This design comes from an exercise in tuning for small area on the open sky130 flow, not from production work. Only simulation tests tie the RTL to the original design; equivalence was not proved. Power and IR drop assume default switching activity.

File: design.v
`timescale 1ns / 1ps
module FrequencyDividerController (
    input wire clk,
    input wire reset,
    input wire full,
    input wire open_door,
    output reg open_door_output,
    output reg full_output
);
  localparam TICK = 4000;
  reg [ 3:0] full_counter;
  reg [23:0] door_counter;
  reg [25:0] clk_divider_1Hz;
  reg [24:0] clk_divider_2Hz;
  always @(posedge clk or posedge reset) begin
    if (reset) begin
      clk_divider_1Hz <= 0;
      clk_divider_2Hz <= 0;
      full_counter <= 0;
      door_counter <= 0;
      full_output <= 0;
      open_door_output <= 0;
    end else begin
      if (full) begin
        open_door_output <= 0;
        door_counter <= 0;
        if (full_counter < 6) begin  
          if (clk_divider_1Hz == TICK) begin  
            full_counter <= full_counter + 1;
            full_output <= ~full_output;
            clk_divider_1Hz <= 0;
          end else begin
            clk_divider_1Hz <= clk_divider_1Hz + 1;
          end
        end else begin
          full_output <= 0;
        end
      end else if (open_door) begin
        full_output  <= 0;
        full_counter <= 0;
        if (door_counter < 40) begin  
          if (clk_divider_2Hz == TICK / 4) begin  
            door_counter <= door_counter + 1;
            open_door_output <= ~open_door_output;
            clk_divider_2Hz <= 0;
          end else begin
            clk_divider_2Hz <= clk_divider_2Hz + 1;
          end
        end else begin
          open_door_output <= 0;
        end
      end else begin
        open_door_output <= 0;
        full_counter <= 0;
        door_counter <= 0;
        full_output <= 0;
      end
    end
  end
endmodule
module seven_segment_display (
    input wire clk,
    input wire reset,
    input wire [5:0] s1a,
    output reg [7:0] set_Data,
    output reg [4:0] see_sel
);
  reg [ 3:0] digit;
  reg [ 1:0] digit_select;
  reg [21:0] refresh_counter;
  always @(posedge clk or posedge reset) begin   
    if (reset) refresh_counter <= 0;
    else if (refresh_counter[9] == 1) refresh_counter <= 0;
    else refresh_counter <= refresh_counter + 1;
  end
  always @(digit) begin
    case (digit)
      4'd0: set_Data = 8'b00111111;
      4'd1: set_Data = 8'b00000110;
      4'd2: set_Data = 8'b01011011;
      4'd3: set_Data = 8'b01001111;
      4'd4: set_Data = 8'b01100110;
      4'd5: set_Data = 8'b01101101;
      4'd6: set_Data = 8'b01111101;
      4'd7: set_Data = 8'b01000000;
      4'd8: set_Data = 8'b01111111;
      4'd9: set_Data = 8'b01101111;
      default: set_Data = 8'b00000000;
    endcase
  end
  always @(posedge clk or posedge reset) begin  
    if (reset) begin
      digit_select <= 0;
      digit <= 0;
      see_sel <= 0;
    end else if (refresh_counter[9] == 1) begin
      if (digit_select < 3) digit_select <= digit_select + 1;
      else digit_select <= 0;
      case (digit_select)
        2'b11: begin
          digit   <= s1a[2:0];
          see_sel <= 5'b00001;
        end
        2'b10: begin
          digit   <= 4'b0000;
          see_sel <= 5'b00010;
        end
        2'b01: begin
          digit   <= s1a[5:3];
          see_sel <= 5'b00100;
        end
        2'b00: begin
          digit   <= 4'b0000;
          see_sel <= 5'b01000;
        end
      endcase
    end
  end
endmodule
module main (
    input wire clk,
    input wire reset,
    input wire Entry_sensor,
    input wire Exit_sensor,
    input wire [1:0] Exit_parking,
    output wire Full_light,
    output wire Door_Open_light,
    output reg [3:0] parkings,
    output [4:0] seven_seg,
    output [7:0] seg_data
);
  localparam TICK = 4000;
  parameter IDLE = 3'b000,
CHECK_ENTRY = 3'b001,
CHECK_EXIT = 3'b010,
FULL = 3'b011,
DOOR_OPEN = 3'b100;
  reg [2:0] current_state, next_state;
  reg [2:0] location, next_location;
  reg [2:0] capacity, next_capacity;
  reg internal_full, internal_open_door;
  reg next_full, next_open_door;
  reg [31:0] delay_counter;
  reg [3:0] next_parkings;
  reg [5:0] data7;
  wire open_door;
  wire full;
  wire [5:0] data;
  assign data = data7;
  assign full = internal_full;
  assign open_door = internal_open_door;
  seven_segment_display display (
      .clk(clk),
      .reset(reset),
      .s1a(data),
      .set_Data(seg_data),
      .see_sel(seven_seg)
  );
  FrequencyDividerController controller (
      .clk(clk),
      .reset(reset),
      .full(full),
      .open_door(open_door),
      .open_door_output(Door_Open_light),
      .full_output(Full_light)
  );
  always @(posedge clk) begin
    data7[2:0] <= location;
    data7[5:3] <= capacity;
  end
  always @(posedge clk) begin  
    if (reset) begin
      delay_counter <= 0;
    end else if (internal_full) begin
      if (delay_counter <= 6 * TICK) delay_counter <= delay_counter + 1;
      else delay_counter <= 0;
    end else if (internal_open_door) begin
      if (delay_counter <= 10 * TICK) delay_counter <= delay_counter + 1;
      else delay_counter <= 0;
    end else begin
      delay_counter <= 0;
    end
  end
  always @(posedge clk or posedge reset) begin  
    if (reset) begin
      current_state <= IDLE;
      parkings <= 4'b0000;
      location <= 3'b000;
      capacity <= 3'b100;
      internal_full <= 0;
      internal_open_door <= 0;
    end else begin
      current_state <= next_state;
      capacity <= next_capacity;
      parkings <= next_parkings;
      location <= next_location;
      internal_full <= next_full;
      internal_open_door <= next_open_door;
    end
  end
  always @(*) begin
    next_state = current_state;
    next_capacity = capacity;
    next_parkings = parkings;
    next_full = internal_full;
    next_open_door = internal_open_door;
    case (current_state)
      IDLE: begin
        next_full = 0;
        next_open_door = 0;
        if (~Entry_sensor) next_state = CHECK_ENTRY;
        else if (~Exit_sensor) next_state = CHECK_EXIT;
      end
      CHECK_ENTRY: begin
        if (capacity == 0 || location == 3'b111) begin
          next_state = FULL;
        end else begin
          next_parkings[location[1:0]] = 1;
          next_capacity = capacity - 1;
          next_state = DOOR_OPEN;
        end
      end
      FULL: begin
        next_full = 1;
        if (delay_counter == 6 * TICK - 2) begin
          next_full = 0;
          next_state = IDLE;
        end
      end
      DOOR_OPEN: begin
        next_open_door = 1;
        if (delay_counter == 10 * TICK - 2) begin
          next_open_door = 0;
          next_state = IDLE;
        end
      end
      CHECK_EXIT: begin
        if (capacity == 3'b100 || parkings[Exit_parking] == 0) begin
          next_state = IDLE;
        end else begin
          next_parkings[Exit_parking] = 0;
          next_capacity = capacity + 1;
          next_state = DOOR_OPEN;
        end
      end
      default: ;
    endcase
  end
  always @(*) begin
    next_location = (parkings[0] == 0) ? 3'b000 :
                    (parkings[1] == 0) ? 3'b001 :
                    (parkings[2] == 0) ? 3'b010 :
                    (parkings[3] == 0) ? 3'b011 : 3'b111;
  end
endmodule
File: config.mk
export PLATFORM = sky130hd
export DESIGN_NAME = main
export DESIGN_NICKNAME = main
export VERILOG_FILES = /design/flow/design.v
export SDC_FILE = /design/flow/constraint.sdc
export NUM_CORES = 4
export LEC_CHECK = 0
export CAP_MARGIN = 20
export CORE_MARGIN = 2
export CORE_UTILIZATION = 40
export SLEW_MARGIN = 20
File: run.sh
#!/bin/bash
# synth_recipe.tcl (not shown) runs the flow's synth.tcl, then flattens the netlist and writes it again
# the make line also repeats each setting of config.mk as NAME=value (left out here)
make -C /OpenROAD-flow-scripts/flow DESIGN_CONFIG=/design/flow/config.mk WORK_HOME=/design/flow/orfs CLKGATE_MAP_FILE= SYNTH_SCRIPT=/design/flow/synth_recipe.tcl finish
File: constraint.sdc
create_clock -name core_clock -period 10.0 [get_ports {clk}]
set_input_delay 2.0000 -clock core_clock [delete_from_list [all_inputs] [get_ports {clk}]]
set_output_delay 2.0000 -clock core_clock [all_outputs]
set_load 0.01 [all_outputs]
==> results by group, run 1 <==
Clock tree
  • Clock latency (worst-skew pair): 420 ps
  • CTS Root Cell: clkbuf_16
  • Clock slew at reported path FFs: 60 ps
  • # clock sinks: 153
  • Post-cts sizing count: 0
  • TritonCTS clock tree: done
  • H-tree depth: 4
  • CTS Buf Count: 17
  • Max clock buf depth: 2
  • Hold_buf cts: 0
  • Setup bufs post-CTS: 0

STA
  • Clock Skews: 7.03 ps
  • Min cycle time layout: 3930 ps
  • Setup tns final: 0 ps
  • Rel. slew slack: 50.2%
  • F_max: 255 MHz
  • RSZ-0062 raised after global routing: no
  • Max Slew Vio Count: 0
  • Final setup violation count: 0
  • Slew @ Worst Pin: 747 ps
  • Fin. Hold Viols: 0
  • Hold Slack: 386 ps
  • Fin crit share: 39.3%

Route
  • Initial drt markers: 223
  • Via count: 4757
  • DRT Pass-1 Iters: 4
  • Met1 Wirelength: 5.82 mm
  • Drt wl/cell: 13.2 µm
  • Met2 Routed Length: 6.00 mm
  • DR vias/cell: 5.09
  • Met3 routed WL: 254 µm
  • Drt total wl: 12.3 mm
  • Residual DRC count: 0
  • Routed Antenna Nets: 0
  • Highest metal used: met4

Worst hold path
  • Hold Startpoint: location[2]
  • Cells on Worst Hold Path: 0
  • WHS Endpoint: data7[2]
  • HP Class: flop to flop

Synth
  • Synth Cell Area: 0.00691 mm²
  • Sequential area share after synthesis: 52.7%
  • Synthesis-stage register bit count: 153
  • Yosys warns: 3
  • Prevailing post-synth register cell: dfrtp_1
  • Number of synthesized flops with an enable pin: 0
  • Syn avg cell area: 10.6 µm²
  • Cell count after synthesis: 653
  • Netlist cell types: 64
  • Ys async rst share: 75.2%

Layout
  • Ratio of cells with drive above 1 in the final layout: 9.44%
  • Area Overhead vs Synth: 15.0%
  • Total Nets Final: 725
  • Fin cells: 935
  • Register Area: 0.00364 mm²
  • # fillers: 1574
  • ANT cells: 0
  • Area of the multi-input gates: 0.00315 mm²

Floorplanning
  • Die width: 135 µm
  • Core ar.: 0.0171 mm²
  • # rows: 48
  • Initial Util: 40.4%
  • Top-Level Pins: 25
  • Die outline area: 0.0183 mm²
  • Die Ht: 135 µm

Place
  • Post-placement cell count: 903
  • Port Buf Inserts: 22
  • Post-DP HPWL: 8.60 mm
  • Gp weighted congestion: 0.772

Critical path
  • Startpoint Class: flop
  • Type of the worst setup path: flop to primary output
  • Crit path largest cell delay: 590 ps
  • Worst path depth: 5
  • FF-to-FF setup slack: 7680 ps
  • Buf/Inv on CP: 2
  • Reg2Reg Depth: 6
  • Crit Reg-Reg Startpoint: controller.clk_divider_1Hz[0]
  • Worst R2R End: controller.clk_divider_1Hz[20]
  • CP delay by family, top: buffers and inverters
  • CP Max Fanout: 4
  • Slowest-stage cell, CP: clkdlybuf4s50_1
  • CP arrival: 1930 ps
  • CP cell instances: inv_1 -> ha_1 -> nand2_1 -> o21ai_0 -> clkdlybuf4s50_1
  • WP data required: 8000 ps
  • CP Capture Type: primary output

Global routing
  • Global route total overflow: 0
  • Global-route wire length before repair: 22.0 mm
  • Vias in the first global route: 4760
  • Largest net degree at the start of global routing: 61
  • Initial antenna violation count: 0
  • Tot GR Track Use: 14.9%

Power and ir drop
  • Lkg Pwr: 3.34 nW
  • Max IR drop VDD: 0.123 mV
  • PD cells: 153 mW/mm²

Outcome
  • Status: no timing/DRC/antenna violations

Run
  • Max Cap Viol: 0
where the power goes:
part / internal [W] / switching (W)
sequential: 0.000620 / 0.000000830
combinational: 0.00000262 / 0.0000114
clock: 0.000336 / 0.000246
layout make-up:
cell class / instances / share of cell area [%]
Sequential cell: 153 / 45.8
Multi-Input combinational cell: 477 / 39.7
Clock buffer: 22 / 5.97
Tap cell: 225 / 3.54
Timing Repair Buffer: 24 / 2.96
Inverter: 24 / 1.17
Clock inverter: 10 / 0.882
cell families (layout without fill, tap and decap cells):
family / after synthesis / in the layout / share of synthesized area [%]
AND/OR/NAND/NOR: 290 / 290 / 23.8
flip-flops: 153 / 153 / 52.7
XOR/XNOR: 68 / 68 / 8.62
AO/OA/AOI/OAI: 67 / 67 / 6.14
buffers and inverters: 40 / 80 / 2.61
adder cells (fa/ha/maj): 22 / 22 / 4.09
multiplexers: 12 / 12 / 2.03
other: 1 / 18 / 0.0543
cell usage after synthesis (21+ instances only):
master     n  area share (%)
inv_1     24             1.3
and2_1    26             2.4
nand2_1   57             3.1
nor4_1    22             2.0
o21ai_0   33             2.4
nor2_1    51             2.8
xor2_1    28             3.5
nand3_1   23             1.7
nand4_1   23             2.1
dfxtp_1   38              11
xnor2_1   40             5.1
ha_1      21             3.8
dfrtp_1  114              41
worst reg2reg max path, delay by kind of cell, from the launching register on:
family	cells	cell delay, ps
DFF	1	410
and+or+nand+nor	5	1620
adders and majority gates	1	220
metrics by stage:
stage	instance area, µm²	worst slack [ps]	power (W)	utilization, %
5_1_grt	7950	5940	0.00127	46.4
2_1_floorplan	6970	4080	0.000642	-
3_3_place_gp	7400	5970	0.000647	43.2
4_1_cts	7950	6030	0.00124	46.4
6_report	7950	6070	0.00122	46.4
3_5_place_dp	7400	5890	0.000648	43.2
per-layer routing:
metal | up-vias | track usage (%)
li1 | 2357 | -
met1 | 2349 | 19.0
met2 | 34 | 24.3
met3 | 17 | 3.52
met4 | 0 | 6.25
met5 | - | 0
worst max-delay path by stage:
| stage | slack [ps] | endpoint | start |
|---|---|---|---|
| after floorplan | 4080 | delay_counter[10] | reset |
| after global placement | 5970 | delay_counter[14] | reset |
| after detailed placement | 5890 | delay_counter[10] | reset |
| after CTS | 6030 | seg_data[3] | display.digit[1] |
| after global routing | 5940 | seg_data[3] | display.digit[0] |
| final | 6070 | seg_data[3] | display.digit[1] |
registers in the layout (all words and copies together), names as in the netlist, 4 cells and up:
register and count:
controller.clk_divider_1Hz 26, controller.clk_divider_2Hz 25, controller.door_counter 24, controller.full_counter 4, data7 6, delay_counter 32
display.refresh_counter 10, display.see_sel 4, parkings 4
layout by cell type (no fill, tap or decap), types with 3 or more instances in the layout:
master,Yosys,routed
nor3_1,18,18
clkbuf_8,1,3
or3_1,6,6
a21oi_1,12,12
nor4b_1,3,3
and3_1,11,11
o21ai_0,33,33
a21o_1,3,3
nand4_1,23,23
nor3_2,10,10
dfrtp_1,114,114
nand2b_1,5,5
mux2i_1,5,5
dfxtp_1,38,38
nand2_1,57,57
xnor2_1,40,40
ha_1,21,21
nor2b_1,4,4
conb_1,1,18
nor2_1,51,51
clkinvlp_4,0,5
clkdlybuf4s50_1,0,22
inv_1,24,23
and4_1,10,10
mux2_2,6,6
and2_1,26,26
nand3_1,23,23
clkinv_2,0,3
xor2_1,28,28
clkbuf_16,0,17
nor4_1,22,22
==> run 2, diff against run 1 <==
==> design.v (replaced) <==
`timescale 1ns / 1ps
module main (
    input wire clk,
    input wire reset,
    input wire Entry_sensor,
    input wire Exit_sensor,
    input wire [1:0] Exit_parking,
    output wire Full_light,
    output wire Door_Open_light,
    output reg [3:0] parkings,
    output [4:0] seven_seg,
    output [7:0] seg_data
);
  localparam IDLE = 3'd0, CHECK_ENTRY = 3'd1, CHECK_EXIT = 3'd2, FULL = 3'd3, DOOR_OPEN = 3'd4;
  reg [2:0] state;
  reg internal_full, internal_open_door;
  reg [15:0] delay_counter;
  reg [11:0] div_full;
  reg [9:0] div_door;
  reg full_light_q, door_light_q;
  reg [9:0] refresh_counter;
  reg [3:0] sel;
  reg [2:0] shown;
  assign Full_light = full_light_q;
  assign Door_Open_light = door_light_q;
  wire [2:0] location = ~parkings[0] ? 3'd0 : ~parkings[1] ? 3'd1 : ~parkings[2] ? 3'd2 :
                        ~parkings[3] ? 3'd3 : 3'd7;
  wire [2:0] free_count = 3'd4 - (parkings[0] + parkings[1] + parkings[2] + parkings[3]);
  reg [2:0] next_state;
  reg [3:0] next_parkings;
  always @(*) begin
    next_state = state;
    next_parkings = parkings;
    case (state)
      IDLE: begin
        if (~Entry_sensor) next_state = CHECK_ENTRY;
        else if (~Exit_sensor) next_state = CHECK_EXIT;
      end
      CHECK_ENTRY: begin
        if (&parkings) next_state = FULL;
        else begin
          next_parkings[location[1:0]] = 1'b1;
          next_state = DOOR_OPEN;
        end
      end
      CHECK_EXIT: begin
        if (parkings[Exit_parking] == 1'b0) next_state = IDLE;
        else begin
          next_parkings[Exit_parking] = 1'b0;
          next_state = DOOR_OPEN;
        end
      end
      FULL: if (delay_counter == 16'd23998) next_state = IDLE;
      DOOR_OPEN: if (delay_counter == 16'd39998) next_state = IDLE;
      default: next_state = IDLE;
    endcase
  end
  always @(posedge clk or posedge reset) begin
    if (reset) begin
      state <= IDLE;
      parkings <= 4'b0000;
      internal_full <= 1'b0;
      internal_open_door <= 1'b0;
    end else begin
      state <= next_state;
      parkings <= next_parkings;
      internal_full <= (state == FULL) && (next_state == FULL);
      internal_open_door <= (state == DOOR_OPEN) && (next_state == DOOR_OPEN);
    end
  end
  always @(posedge clk) begin
    if (reset || !(internal_full || internal_open_door)) delay_counter <= 16'd0;
    else delay_counter <= delay_counter + 16'd1;
  end
  wire full_stopped = (div_full == 12'd0) && (delay_counter >= 16'd20006);
  wire door_stopped = (div_door == 10'd0) && (delay_counter >= 16'd39040);
  wire full_wrap = (div_full == 12'd4000);
  wire door_wrap = (div_door == 10'd1000);
  always @(posedge clk or posedge reset) begin
    if (reset) begin
      div_full <= 12'd0;
      div_door <= 10'd0;
      full_light_q <= 1'b0;
      door_light_q <= 1'b0;
    end else begin
      full_light_q <= internal_full & (full_light_q ^ full_wrap);
      door_light_q <= internal_open_door & (door_light_q ^ door_wrap);
      if (internal_full && !full_stopped) div_full <= full_wrap ? 12'd0 : div_full + 12'd1;
      if (internal_open_door && !door_stopped) div_door <= door_wrap ? 10'd0 : div_door + 10'd1;
    end
  end
  wire tick = refresh_counter[9];
  always @(posedge clk or posedge reset) begin
    if (reset) refresh_counter <= 10'd0;
    else if (tick) refresh_counter <= 10'd0;
    else refresh_counter <= refresh_counter + 10'd1;
  end
  always @(posedge clk or posedge reset) begin
    if (reset) sel <= 4'b0000;
    else if (tick) sel <= (sel[3:1] == 3'b000) ? 4'b1000 : {1'b0, sel[3:1]};
  end
  always @(posedge clk) begin
    if (refresh_counter == 10'd511 && sel[3]) shown <= free_count;
    else if (refresh_counter == 10'd510 && sel[1]) shown <= location;
  end
  wire [2:0] digit = (sel[2] | sel[0]) ? shown : 3'd0;
  assign seven_seg = {1'b0, sel};
  reg [7:0] seg;
  always @(*) begin
    case (digit)
      3'd0: seg = 8'b00111111;
      3'd1: seg = 8'b00000110;
      3'd2: seg = 8'b01011011;
      3'd3: seg = 8'b01001111;
      3'd4: seg = 8'b01100110;
      3'd5: seg = 8'b01101101;
      3'd6: seg = 8'b01111101;
      default: seg = 8'b01000000;
    endcase
  end
  assign seg_data = seg;
endmodule
==> run 2 against run 1 <==
Compared with the run above:
- setup slack better by 150 ps
- via count is 42% lower
- clock power is 66% lower
- core utilization is 0.21 points lower
- combinational power is about 10% lower
- final cell count is 46% lower
- global-route usage is 0.14 points higher
- hold slack better by 120 ps
- synthesized cell count is 43% lower
- sequential power is 56% lower
- still clean on timing, DRC and antenna
==> results by group, run 2 <==
Critical path
  • WP data required: 8000 ps (about the same)
  • CP Max Fanout: 5 (+1)
  • Worst R2R End: div_full[10]
  • Startpoint Class: flop
  • CP arrival: 1780 ps (-150 ps)
  • Type of the worst setup path: flop to primary output
  • CP Capture Type: primary output
  • FF-to-FF setup slack: 7440 ps (-240 ps)
  • Crit Reg-Reg Startpoint: div_full[1]
  • Reg2Reg Depth: 7 (+1)

Route
  • DR vias/cell: 5.45 (+7.1%)
  • Routed Antenna Nets: 0 (unchanged)
  • Drt wl/cell: 13.4 µm (+1.7%)
  • Drt total wl: 6.73 mm (-45%)
  • Via count: 2742 (-42%)
  • Residual DRC count: 0 (unchanged)
  • DRT Pass-1 Iters: 4 (unchanged)
  • Initial drt markers: 61 (-73%)

Power and ir drop
  • PD cells: 121 mW/mm² (-21%)
  • P_sw: 0.000105 W (-59%)
  • Max IR drop VDD: 0.0698 mV (-43%)
  • Power Internal: 0.000377 W (-61%)
  • Total power: 0.000482 W (-60%)
  • Combinational power share: 2.6% (+1.4 points)
  • Sw Share: 21.9% (+0.63 points)
  • Sequential cell fraction of total power: 56.1% (+5.1 points)
  • Lkg Pwr: 1.64 nW (-51%)
  • Clock power share: 41.3% (-6.5 points)

Synth
  • Number of synthesized flops with an enable pin: 3 (+3)
  • Top cell type's share of synthesized area: 33.7% (-7.6 points)
  • Syn avg cell area: 9.42 µm² (-11%)
  • Ys async rst share: 71.2% (-4.0 points)
  • Cell count after synthesis: 371 (-43%)
  • Yosys top cell by area: dfrtp_1
  • Commonest cells in the netlist: dfrtp_1, o21ai_0, nand2_1
  • Synthesis-stage register bit count: 66 (-57%)
  • Netlist cell types: 63 (-1.6%)
  • Synth Cell Area: 0.00349 mm² (-49%)
  • Leading post-synthesis cells by cell area: dfrtp_1, dfxtp_1, o21ai_0
  • Sequential area share after synthesis: 45.4% (-7.3 points)
  • Most common cell in the netlist: dfrtp_1
  • Yosys warns: 1 (-2)
  • Prevailing post-synth register cell: dfrtp_1

STA
  • RSZ-0062 raised after global routing: no
  • Rel. slew slack: 36.1% (-14 points)
  • Clock Skews: 7.25 ps (+0.216 ps)
  • Final setup violation count: 0 (unchanged)
  • Fin. Hold Viols: 0 (unchanged)
  • Fin crit share: 37.8% (-1.5 points)
  • Setup tns final: 0 ps (unchanged)
  • F_max: 264 MHz (+3.9%)
  • Slew @ Worst Pin: 946 ps (+199 ps)
  • Max Slew Vio Count: 0 (unchanged)
  • Min cycle time layout: 3780 ps (-146 ps)

Global routing
  • Global-route wire length before repair: 11.9 mm (-46%)
  • Largest net degree at the start of global routing: 49 (-20%)
  • Tot GR Track Use: 15.0% (+0.14 points)
  • Vias in the first global route: 2574 (-46%)
  • Initial antenna violation count: 0 (unchanged)
  • Global route total overflow: 0 (unchanged)

Layout
  • Top flop regs: delay_counter x16, div_full x12
  • Ratio of cells with drive above 1 in the final layout: 8.35% (-1.1 points)
  • # fillers: 845 (-46%)
  • Design area: 0.00397 mm² (-50%)
  • Max reg flops: 16 (-50%)
  • Total Nets Final: 408 (-44%)
  • Largest reg by FF count: delay_counter
  • Area Overhead vs Synth: 13.7%
  • Most frequent cells in the layout: dfrtp_1, o21ai_0, nand2_1
  • ANT cells: 0 (unchanged)
  • Commonest non-fill, non-tap cell in the layout: dfrtp_1

Clock tree
  • Post-cts sizing count: 0 (unchanged)
  • CTS Root Cell: clkbuf_8
  • Clock latency (worst-skew pair): 330 ps (-90 ps)
  • H-tree depth: 3 (-1)
  • TritonCTS clock tree: done
  • Setup bufs post-CTS: 0 (unchanged)
  • # clock sinks: 66 (-57%)
  • Max clock buf depth: 2 (unchanged)
  • CTS Buf Count: 9 (-8)
  • Clock slew at reported path FFs: 70 ps (about the same)
  • Hold_buf cts: 0 (unchanged)

Place
  • Post-DP HPWL: 4.70 mm (-45%)
  • Gp weighted congestion: 0.804 (+4.1%)
  • Post-DP Area: 0.00379 mm² (-49%)
  • Port Buf Inserts: 22 (unchanged)

Floorplanning
  • Initial Util: 40.7% (+0.29 points)
  • # rows: 34 (-29%)
  • Core ar.: 0.00859 mm² (-50%)
  • Die width: 97.5 µm (-28%)
  • Die outline area: 0.00950 mm² (-48%)
  • Top-Level Pins: 25 (unchanged)
  • Die Ht: 97.5 µm (-28%)

Worst hold path
  • WHS Endpoint: refresh_counter[0]
  • HP Class: flop to flop
  • Hold Startpoint: refresh_counter[0]
  • Cells on Worst Hold Path: 1 (+1)

Run
  • Max Cap Viol: 0 (unchanged)

Outcome
  • Status: no timing/DRC/antenna violations
[run 2: cell count changes after synthesis, moves of 10 or more]
cell | before | now
and2_1 | 26 | 1
dfrtp_1 | 114 | 47
dfxtp_1 | 38 | 16
ha_1 | 21 | 11
nand2_1 | 57 | 32
nand4_1 | 23 | 12
nor2_1 | 51 | 28
nor3_1 | 18 | 5
nor3_2 | 10 | 0
nor4_1 | 22 | 4
xnor2_1 | 40 | 10
xor2_1 | 28 | 10
[run 2: area by class of cell]
type | instances | area (µm²) | share of cell area (%)
multi-input cells | 268 | 1760 | 44.4
well taps | 108 | 135 | 3.40
repair buffers | 23 | 228 | 5.73
inverters | 22 | 82.6 | 2.08
flip-flops and latches | 66 | 1590 | 39.9
clock buffers | 14 | 163 | 4.10
clock inverters | 2 | 12.5 | 0.315
[run 2: worst max path at each step]
| stage | slack, ps | to | startpoint | cells past startpoint |
|---|---|---|---|---|
| 3_5_place_dp | 6050 | delay_counter[9] | reset | 5 |
| 5_1_grt | 6140 | seg_data[3] | shown[0] | 4 |
| 6_report | 6220 | seg_data[5] | shown[2] | 4 |
| 4_1_cts | 6180 | seg_data[5] | shown[2] | 4 |
| 3_3_place_gp | 6100 | delay_counter[15] | reset | 5 |
| 2_1_floorplan | 6180 | delay_counter[10] | reset | 4 |
[run 2: cells by family (layout without fill, tap and decap cells)]
logic type                 after synthesis  count (layout)  synth area share [%]
xor gates and xnor gates                20              20                  5.01
muxes                                    6               6                  2.33
DFF                                     66              66                  45.4
AOI/OAI and AO/OA                       77              77                  14.6
and+or+nand+nor                        150             150                  23.2
other                                    1               2                 0.107
buffers and inverters                   38              61                  4.48
adders and majority gates               13              13                  4.80
[run 2: layer usage]
layer	vias up	routed length, µm	GRT usage (%)	share of wire (%)
met5	-	0	0	0
met4	0	78	5.56	1.2
met3	9	269	4.10	4.0
met2	49	3100	23.7	46
met1	1314	3280	19.8	49
li1	1370	-	-	-
[run 2: power by group through the flow]
stage / Sequential, W / Combinational (W) / Clock [W]
floorplan: 0.000276 / 0.00000781 / 0
global placement: 0.000276 / 0.0000127 / 0
detailed placement: 0.000276 / 0.0000129 / 0
CTS: 0.000271 / 0.0000130 / 0.000210
global route: 0.000271 / 0.0000144 / 0.000221
finish: 0.000271 / 0.0000126 / 0.000199
[run 2: worst max-delay path, stage by stage, from the launching register on]
cell and delay, ps:
edfxtp_1 430, inv_1 80, maj3_1 350, nand2_1 70, clkdlybuf4s50_1 520
[run 2: through the flow]
stage               hold slack, ps  std cells  worst slack (ps)  utilization (%)
floorplan                      460        372              6180                -
global placement               491        487              6100             44.1
detailed placement             500        487              6050             44.1
CTS                            511        503              6180             46.1
global route                   537        503              6140             46.2
finish                         506        503              6220             46.2
==> run 3, diff against run 2 <==
==> design.v (replaced) <==
`timescale 1ns / 1ps
module main (
    input wire clk,
    input wire reset,
    input wire Entry_sensor,
    input wire Exit_sensor,
    input wire [1:0] Exit_parking,
    output wire Full_light,
    output wire Door_Open_light,
    output reg [3:0] parkings,
    output [4:0] seven_seg,
    output [7:0] seg_data
);
  localparam IDLE = 3'b000, CHECK_ENTRY = 3'b001, CHECK_EXIT = 3'b010,
             FULL_0 = 3'b101, FULL = 3'b100, DOOR_0 = 3'b111, DOOR = 3'b110;
  reg [2:0] state;
  reg [11:0] cnt;             
  reg [5:0] blocks;           
  reg full_phase, door_phase;
  reg full_light_q, door_light_q;
  reg [9:0] refresh_counter;
  reg [3:0] sel;
  reg [2:0] shown;
  assign Full_light = full_light_q;
  assign Door_Open_light = door_light_q;
  wire timing = state[2] & ~state[0];
  wire door = state[1];
  wire in_full = timing & ~door;
  wire in_door = timing & door;
  wire wrap = cnt[9] & cnt[8] & cnt[7] & cnt[5] &
              (door ? (cnt[6] & cnt[3]) : (cnt[11] & cnt[10]));
  wire period_end = blocks[2] & blocks[0] & cnt[9] & cnt[8] & cnt[7] & cnt[4] & cnt[3] & cnt[0] &
                    (door ? (blocks[5] & blocks[1] & cnt[5] & cnt[2] & cnt[1]) : (cnt[11] & cnt[10]));
  wire full_toggle = full_phase ? (cnt == 12'd6) : wrap;
  wire door_toggle = door_phase ? (cnt[9:0] == 10'd40) : wrap;
  reg [2:0] next_state;
  reg [3:0] next_parkings;
  always @(*) begin
    next_state = state;
    next_parkings = parkings;
    case (state)
      IDLE: begin
        if (~Entry_sensor) next_state = CHECK_ENTRY;
        else if (~Exit_sensor) next_state = CHECK_EXIT;
      end
      CHECK_ENTRY: begin
        next_parkings = parkings | {&parkings[2:0], &parkings[1:0], parkings[0], 1'b1};
        next_state = (&parkings) ? FULL_0 : DOOR_0;
      end
      CHECK_EXIT: begin
        next_parkings = parkings & ~(4'b0001 << Exit_parking);
        next_state = parkings[Exit_parking] ? DOOR_0 : IDLE;
      end
      FULL_0: next_state = FULL;
      DOOR_0: next_state = DOOR;
      FULL, DOOR: if (period_end) next_state = IDLE;
      default: next_state = IDLE;
    endcase
  end
  always @(posedge clk or posedge reset) begin
    if (reset) parkings <= 4'b0000;
    else parkings <= next_parkings;
  end
  always @(posedge clk) begin
    if (reset) state <= IDLE;
    else state <= next_state;
  end
  always @(posedge clk) begin
    if (timing) begin
      cnt <= wrap ? 12'd0 : cnt + 12'd1;
      blocks <= blocks + {5'd0, wrap};
    end else begin
      cnt <= 12'd0;
      blocks <= 6'd0;
    end
  end
  always @(posedge clk) begin
    if (reset) begin
      full_phase <= 1'b0;
      door_phase <= 1'b0;
    end else begin
      if (in_full & period_end) full_phase <= ~full_phase;
      if (in_door & period_end) door_phase <= ~door_phase;
    end
  end
  always @(posedge clk or posedge reset) begin
    if (reset) begin
      full_light_q <= 1'b0;
      door_light_q <= 1'b0;
    end else begin
      full_light_q <= in_full & (full_light_q ^ full_toggle);
      door_light_q <= in_door & (door_light_q ^ door_toggle);
    end
  end
  wire tick = refresh_counter[9];
  always @(posedge clk) begin
    if (reset | tick) refresh_counter <= 10'd0;
    else refresh_counter <= refresh_counter + 10'd1;
  end
  always @(posedge clk or posedge reset) begin
    if (reset) sel <= 4'b0000;
    else if (tick) sel <= (sel[3:1] == 3'b000) ? 4'b1000 : {1'b0, sel[3:1]};
  end
  wire [2:0] location = ~parkings[0] ? 3'd0 : ~parkings[1] ? 3'd1 : ~parkings[2] ? 3'd2 :
                        ~parkings[3] ? 3'd3 : 3'd7;
  wire [2:0] free_count = 3'd4 - (parkings[0] + parkings[1] + parkings[2] + parkings[3]);
  always @(posedge clk) begin
    if (&refresh_counter[8:0] && sel[3]) shown <= free_count;
    else if (&refresh_counter[8:1] && ~refresh_counter[0] && sel[1]) shown <= location;
  end
  wire [2:0] digit = (sel[2] | sel[0]) ? shown : 3'd0;
  assign seven_seg = {1'b0, sel};
  reg [7:0] seg;
  always @(*) begin
    case (digit)
      3'd0: seg = 8'b00111111;
      3'd1: seg = 8'b00000110;
      3'd2: seg = 8'b01011011;
      3'd3: seg = 8'b01001111;
      3'd4: seg = 8'b01100110;
      3'd5: seg = 8'b01101101;
      3'd6: seg = 8'b01111101;
      default: seg = 8'b01000000;
    endcase
  end
  assign seg_data = seg;
endmodule
==> run 3 against run 2 <==
Compared with the run above:
- flip-flop and latch count fell by 20
- via count fell by 35%
- clock skew fell by 3.6 ps
- final cell count fell by 32%
- final area fell by 33%
==> results by group, run 3 <==
Power and ir drop
  • Lkg Pwr: 1.01 nW (-38%)
  • Total power: 0.000473 W (-1.9%)
  • PD cells: 177 mW/mm² (+46%)
  • Max IR drop VDD: 0.0697 mV (about the same)

Critical path
  • CP arrival: 1750 ps (-30 ps)
  • Startpoint Class: flop
  • Type of the worst setup path: flop to primary output
  • CP Capture Type: primary output
  • WP data required: 8000 ps (about the same)
  • FF-to-FF setup slack: 7600 ps (+160 ps)
  • Slowest-stage cell, CP: clkdlybuf4s50_1
  • CP Max Fanout: 5 (unchanged)
  • Worst R2R End: blocks[5]
  • Crit Reg-Reg Startpoint: state[1]
  • Reg2Reg Depth: 7 (unchanged)
  • Crit path largest cell delay: 520 ps (about the same)
  • CP cell instances: inv_1 -> maj3_1 -> nand2_1 -> clkdlybuf4s50_1

Synth
  • Ys async rst share: 21.7% (-49 points)
  • Commonest cells in the netlist: dfxtp_1, nor2_1, nand2_1
  • Prevailing post-synth register cell: dfxtp_1
  • Top cell type's share of synthesized area: 28.2% (-5.5 points)
  • Netlist cell types: 50 (-21%)
  • Synthesis-stage register bit count: 46 (-30%)
  • Sequential area share after synthesis: 42.7% (-2.7 points)
  • Yosys warns: 1 (unchanged)
  • Number of synthesized flops with an enable pin: 3 (unchanged)
  • Most common cell in the netlist: dfxtp_1
  • Yosys top cell by area: dfxtp_1
  • Syn avg cell area: 9.19 µm² (-2.5%)
  • Synth Cell Area: 0.00234 mm² (-33%)
  • Leading post-synthesis cells by cell area: dfxtp_1, dfrtp_1, ha_1
  • Cell count after synthesis: 255 (-31%)

Layout
  • Largest reg by FF count: cnt
  • Max reg flops: 12 (-4)
  • Top flop regs: cnt x12, refresh_counter x10, blocks x6
  • Area Overhead vs Synth: 13.9%
  • Design area: 0.00267 mm² (-33%)
  • Total Nets Final: 289 (-29%)
  • Ratio of cells with drive above 1 in the final layout: 7.35% (-1.0 points)
  • Commonest non-fill, non-tap cell in the layout: dfxtp_1
  • Fin cells: 344 (-32%)
  • ANT cells: 0 (unchanged)
  • Most frequent cells in the layout: dfxtp_1, nor2_1, clkdlybuf4s50_1

Route
  • Residual DRC count: 0 (unchanged)
  • Initial drt markers: 70 (+15%)
  • Via count: 1773 (-35%)
  • DR vias/cell: 5.15 (-5.5%)
  • Routed Antenna Nets: 0 (unchanged)
  • Drt wl/cell: 12.2 µm (-8.5%)
  • Drt total wl: 4.21 mm (-37%)
  • DRT Pass-1 Iters: 4 (unchanged)

Place
  • Setup WS pre-CTS: 6310 ps (+259 ps)
  • Post-DP HPWL: 3.05 mm (-35%)
  • Port Buf Inserts: 22 (unchanged)
  • Post-DP Area: 0.00259 mm² (-32%)
  • Gp weighted congestion: 0.735 (-8.6%)
  • Post-placement cell count: 337 (-31%)

Clock tree
  • Setup bufs post-CTS: 0 (unchanged)
  • # clock sinks: 46 (-30%)
  • Post-cts sizing count: 0 (unchanged)
  • Hold_buf cts: 0 (unchanged)
  • TritonCTS clock tree: done
  • Max clock buf depth: 2 (unchanged)
  • Clock latency (worst-skew pair): 290 ps (-40 ps)
  • CTS Root Cell: clkbuf_8
  • Clock slew at reported path FFs: 80 ps (about the same)
  • CTS Buf Count: 5 (-4)
  • H-tree depth: 2 (-1)

Floorplanning
  • # rows: 27 (-21%)
  • Die outline area: 0.00648 mm² (-32%)
  • Core ar.: 0.00557 mm² (-35%)
  • Top-Level Pins: 25 (unchanged)
  • Die width: 80.5 µm (-17%)
  • Initial Util: 42.0% (+1.4 points)
  • Die Ht: 80.5 µm (-17%)

Outcome
  • Status: no timing/DRC/antenna violations

Global routing
  • Global-route wire length before repair: 7.47 mm (-37%)
  • Largest net degree at the start of global routing: 18 (-63%)
  • Global route total overflow: 0 (unchanged)
  • Tot GR Track Use: 14.6% (-0.42 points)
  • Initial antenna violation count: 0 (unchanged)
  • Vias in the first global route: 1604 (-38%)

STA
  • Min cycle time layout: 3750 ps (-31.6 ps)
  • Setup tns final: 0 ps (unchanged)
  • RSZ-0062 raised after global routing: no
  • F_max: 267 MHz (+0.84%)
  • Clock Skews: 3.66 ps (-3.59 ps)
  • Fin. Hold Viols: 0 (unchanged)
  • Slew @ Worst Pin: 773 ps (-173 ps)
  • Max Slew Vio Count: 0 (unchanged)
  • Final setup violation count: 0 (unchanged)
  • Rel. slew slack: 48.3% (+12 points)
  • Final worst slack: 6250 ps (+31.6 ps)
  • Fin crit share: 37.5% (-0.32 points)

Worst hold path
  • Hold Startpoint: full_phase
  • WHS Endpoint: full_phase
  • HP Class: flop to flop
  • Cells on Worst Hold Path: 2 (+1)

Run
  • Max Cap Viol: 0 (unchanged)
run 3: cell types whose count changed in the layout (fill, tap and decap cells not counted), moves of 7 or more:
| cell | change |
|---|---|
| dfxtp_1 | +17 |
| nand2_1 | -14 |
| o31ai_1 | -8 |
| and3_1 | -7 |
| inv_1 | -7 |
| dfrtp_1 | -37 |
| o21ai_0 | -27 |
run 3: cell type report:
| cell class | instances | area (µm²) |
|---|---|---|
| well taps | 72 | 90.1 |
| multi-input cells | 183 | 1230 |
| inverters | 14 | 52.6 |
| flip-flops and latches | 46 | 1000 |
| clock buffers | 5 | 68.8 |
| repair buffers | 22 | 220 |
| fillers | 544 | 2910 |
| clock inverters | 2 | 10.0 |
run 3: how the worst max path moves through the flow:
stage	end	slack, ps	startpoint	cells after the start
finish	seg_data[5]	6250	shown[2]	4
global route	seg_data[5]	6170	shown[2]	4
CTS	seg_data[5]	6240	shown[2]	4
detailed placement	state[1]	6310	Exit_parking[0]	5
global placement	state[1]	6330	Exit_parking[0]	5
floorplan	seg_data[3]	6910	sel[2]	4
run 3: critical path, delay by kind of cell (launching register included):
kind | cells | cell delay, ps
buffers and inverters | 2 | 600
DFF | 1 | 440
adders and majority gates | 1 | 350
and+or+nand+nor | 1 | 70
run 3: layer usage:
metal  global-route usage [%]  wire length, µm  vias to the layer above
met4                     4.58               42                        0
met1                     20.3             2200                      835
met2                     22.3             1790                       25
li1                         -                -                      909
met3                     3.37              175                        4
met5                        0                0                        -
run 3: logic make-up (layout without fill, tap and decap cells):
| kind of cell | count (synthesis) | in the layout | share of synthesized area [%] |
|---|---|---|---|
| flops | 46 | 46 | 42.7 |
| other cells | 1 | 2 | 0.160 |
| mux | 10 | 10 | 4.97 |
| compound gates | 26 | 26 | 6.89 |
| buf+inv | 27 | 43 | 5.08 |
| xor+xnor | 20 | 20 | 7.48 |
| fa+ha+maj | 12 | 12 | 6.62 |
| simple gates | 113 | 113 | 26.1 |
run 3: per-stage QoR:
step | hold slack [ps] | utilization, %
finish | 502 | 47.9
global route | 528 | 47.9
CTS | 494 | 47.9
detailed placement | 480 | 46.5
global placement | 472 | 46.5
floorplan | 450 | -
run 3: report_power, final:
| group | switching (W) | total (W) | internal [W] |
|---|---|---|---|
| clock | 0.0000575 | 0.000104 | 0.0000469 |
| sequential | 0.0000393 | 0.000243 | 0.000204 |
| combinational | 0.0000649 | 0.000125 | 0.0000604 |

## afterwards: timing with drivers on the ports
In the flow no input, the clock included, has a driving cell. The finished layouts below were timed again as built, in two steps.
Step 1, drivers: a clkbuf_16 drives clk and a buf_2 each remaining input, both assumed.
Step 2 times the ports against the registers' clock, not the clock port: input delays grow and output delays shrink by t, the midpoint of the rising clock arrivals with the driver on.
a / b / c = ideal ports / drivers / drivers and shift; a / b = the first two.
run	t, ns	slack for setup (ns)	clock arrival spread, ns	worst data-port slew with drivers (ns)	cell pins on the clock port's net
run 1	0.460	6.072 / 6.028 / 5.954	0.009 / 0.010	0.03	1
run 2	0.360	6.218 / 6.187 / 6.370	0.007 / 0.008	0.03	1
run 3	0.314	6.250 / 6.223 / 6.315	0.004 / 0.003	0.03	1
After both steps every run listed still meets setup and hold. For run 1, which loses most, drivers alone change the setup slack by -0.044 ns; drivers and shift together by -0.118 ns.
